Background: an optimization exercise with open tools, aiming at small area. Do not read the settings as production practice.
Only simulation tests tie the RTL to the original design; equivalence was not proved. No driver is modelled on the clock port, so clocking that relies on it looks cheaper here than on a real chip.

==> raven: inputs <==
Design audiotrans, start of the top module:
module audiotrans(		input logic CLOCK_50, reset_in,
						input logic slow_tick, com_tick,
						input logic [0:3] volume,
						input logic [3:0] sel,
						input logic [31:0] left_in, right_in,
						output logic [31:0] left_out, right_out,
						output logic [25:0] lights,
						output logic [6:0] vol0, vol1);
	logic reset;
	logic [31:0] right_internal, left_internal;
	logic [3:0] vol;
	assign vol = {volume[0], volume[1], volume[2], volume[3]};
	volmul lmul(.a(left_internal), .v(vol), .y(left_out));
	volmul rmul(.a(right_internal), .v(vol), .y(right_out));
	reset rst(.clk(CLOCK_50), .rst(reset_in), .rstSync(reset));
	fxfsm fx(.clock(CLOCK_50), .slow_tick(slow_tick), .reset(reset), .sel(sel),
			 .leftin(left_in), .rightin(right_in),
			 .leftout(left_internal), .rightout(right_internal));
	visualizer viz(.clock(CLOCK_50), .com_tick(com_tick), .reset(reset),
				   .right(right_internal), .left(left_internal), .lights(lights));
	dualDisp dispVolume(.inputValue(vol), .disp1(vol0), .disp2(vol1));
endmodule
export LEC_CHECK = 0
export CAP_MARGIN = 20
export CORE_MARGIN = 2
export CORE_UTILIZATION = 55
export SLEW_MARGIN = 20
create_clock -name core_clock -period 30.0 [get_ports {CLOCK_50}]
standard.sh (not shown) runs the stock make flow with config.mk's settings and CLKGATE_MAP_FILE= SYNTH_SCRIPT=/design/flow/synth_recipe.tcl, a recipe that flattens the netlist after the stock synthesis.
==> flow/flow/run.sh <==
#!/bin/bash
# Standard layout (the standard.sh, ORFS) with three changes:
#  - after the standard synthesis, invopt2.py re-chooses the polarity of full
#    adders and of gates that have an inverting twin (and2/nand2, ...) so that
#    fewer inverters are needed; the logic and the registers are unchanged;
#  - the clock tree is built from clkbuf_16 in clusters of up to 32 sinks,
#    without dummy loads;
#  - the port buffers are buf_1 cells.
# Each step writes its full output to its own log in this folder.
set -euo pipefail
RES=$PWD/orfs/results/sky130hd/audiotrans/base
LIB=$FLOW_HOME/platforms/sky130hd/lib/sky130_fd_sc_hd__tt_025C_1v80.lib
CTS="-sink_clustering_enable -repair_clock_nets -dont_use_dummy_load -buf_list sky130_fd_sc_hd__clkbuf_16 -sink_clustering_size 32 -sink_clustering_max_diameter 100 -root_buf sky130_fd_sc_hd__clkbuf_8 -tree_buf sky130_fd_sc_hd__clkbuf_8"
bash standard.sh $RES/1_2_yosys.v > synth_run.log 2>&1
cp $RES/1_2_yosys.v $RES/1_2_yosys_std.v
python3 flow/invopt2.py $LIB $RES/1_2_yosys_std.v $RES/1_2_yosys.v > invopt.log 2>&1
bash standard.sh CTS_ARGS="$CTS" BUFFER_PORTS_ARGS="-buffer_cell sky130_fd_sc_hd__buf_1" finish > layout_run.log 2>&1
Other scripts of this flow, unchanged in this note and not shown: flow/flow/invopt2.py
==> inputs of delta, as changes to raven <==
--- a/flow/flow/run.sh
+++ b/flow/flow/run.sh
@@ -12,3 +12,3 @@
 LIB=$FLOW_HOME/platforms/sky130hd/lib/sky130_fd_sc_hd__tt_025C_1v80.lib
-CTS="-sink_clustering_enable -repair_clock_nets -dont_use_dummy_load -buf_list sky130_fd_sc_hd__clkbuf_16 -sink_clustering_size 32 -sink_clustering_max_diameter 100 -root_buf sky130_fd_sc_hd__clkbuf_8 -tree_buf sky130_fd_sc_hd__clkbuf_8"
+CTS="-sink_clustering_enable -repair_clock_nets -dont_use_dummy_load -buf_list sky130_fd_sc_hd__clkbuf_16 -sink_clustering_size 32 -sink_clustering_max_diameter 100"
 bash standard.sh $RES/1_2_yosys.v > synth_run.log 2>&1
==> run notes <==
Result of the run: delta finished clean; raven finished clean
Cell area after layout: delta 63,680 sq um; raven 63,590 sq um
Layout clock area frac: delta 2.711%; raven 2.556%
Met1 capacity usage during global routing: delta 32.22%; raven 32.24%
Worst endpoint data arrival time: delta 29.56 ns; raven 29.61 ns
Worst Hold Path EP: delta fx.comp.l.h[18][28]; raven fx.comp.l.h[1][27]
Worst max-slew margin expressed relative to the limit: delta 30.17%; raven 31.08%
Final period demand of the worst path: delta 29.01 ns; raven 28.97 ns
Maximum clock rate: delta 34.47 MHz; raven 34.51 MHz
Initial antenna violation count: delta 8; raven 9
Multi-input gate area: delta 17,110 sq um; raven 17,110 sq um
Count of routing violations after the opening detailed-route iteration: delta 2,220; raven 2,060
PnR worst setup slack: delta 0.9865 ns; raven 1.026 ns

[port drivers added, routing unchanged]
No port has a modelled driver above. Below, the same layouts with a new extraction and two added sets of constraints. Step 1: set_driving_cell puts a clkbuf_16 on CLOCK_50 and a buf_2 on each other input, an assumption about the parent block. Step 2 times the ports against the registers' clock, not the clock port: input delays grow and output delays shrink by t, the midpoint of the rising clock arrivals with the driver on. Slacks: ideal ports / drivers / drivers and shift; pairs: ideal ports / drivers.
run | t (ns) | slack for setup (ns) | worst register clock-pin slew, ns | worst slew at a driven data input, ns | cell pins on the clock port's net
raven | 0.827 | 1.026 / 1.026 / 1.026 | 0.12 / 0.12 | 0.09 | 1
delta | 0.714 | 0.987 / 0.987 / 0.987 | 0.12 / 0.12 | 0.08 | 1
After both steps setup and hold are still met in every run listed.
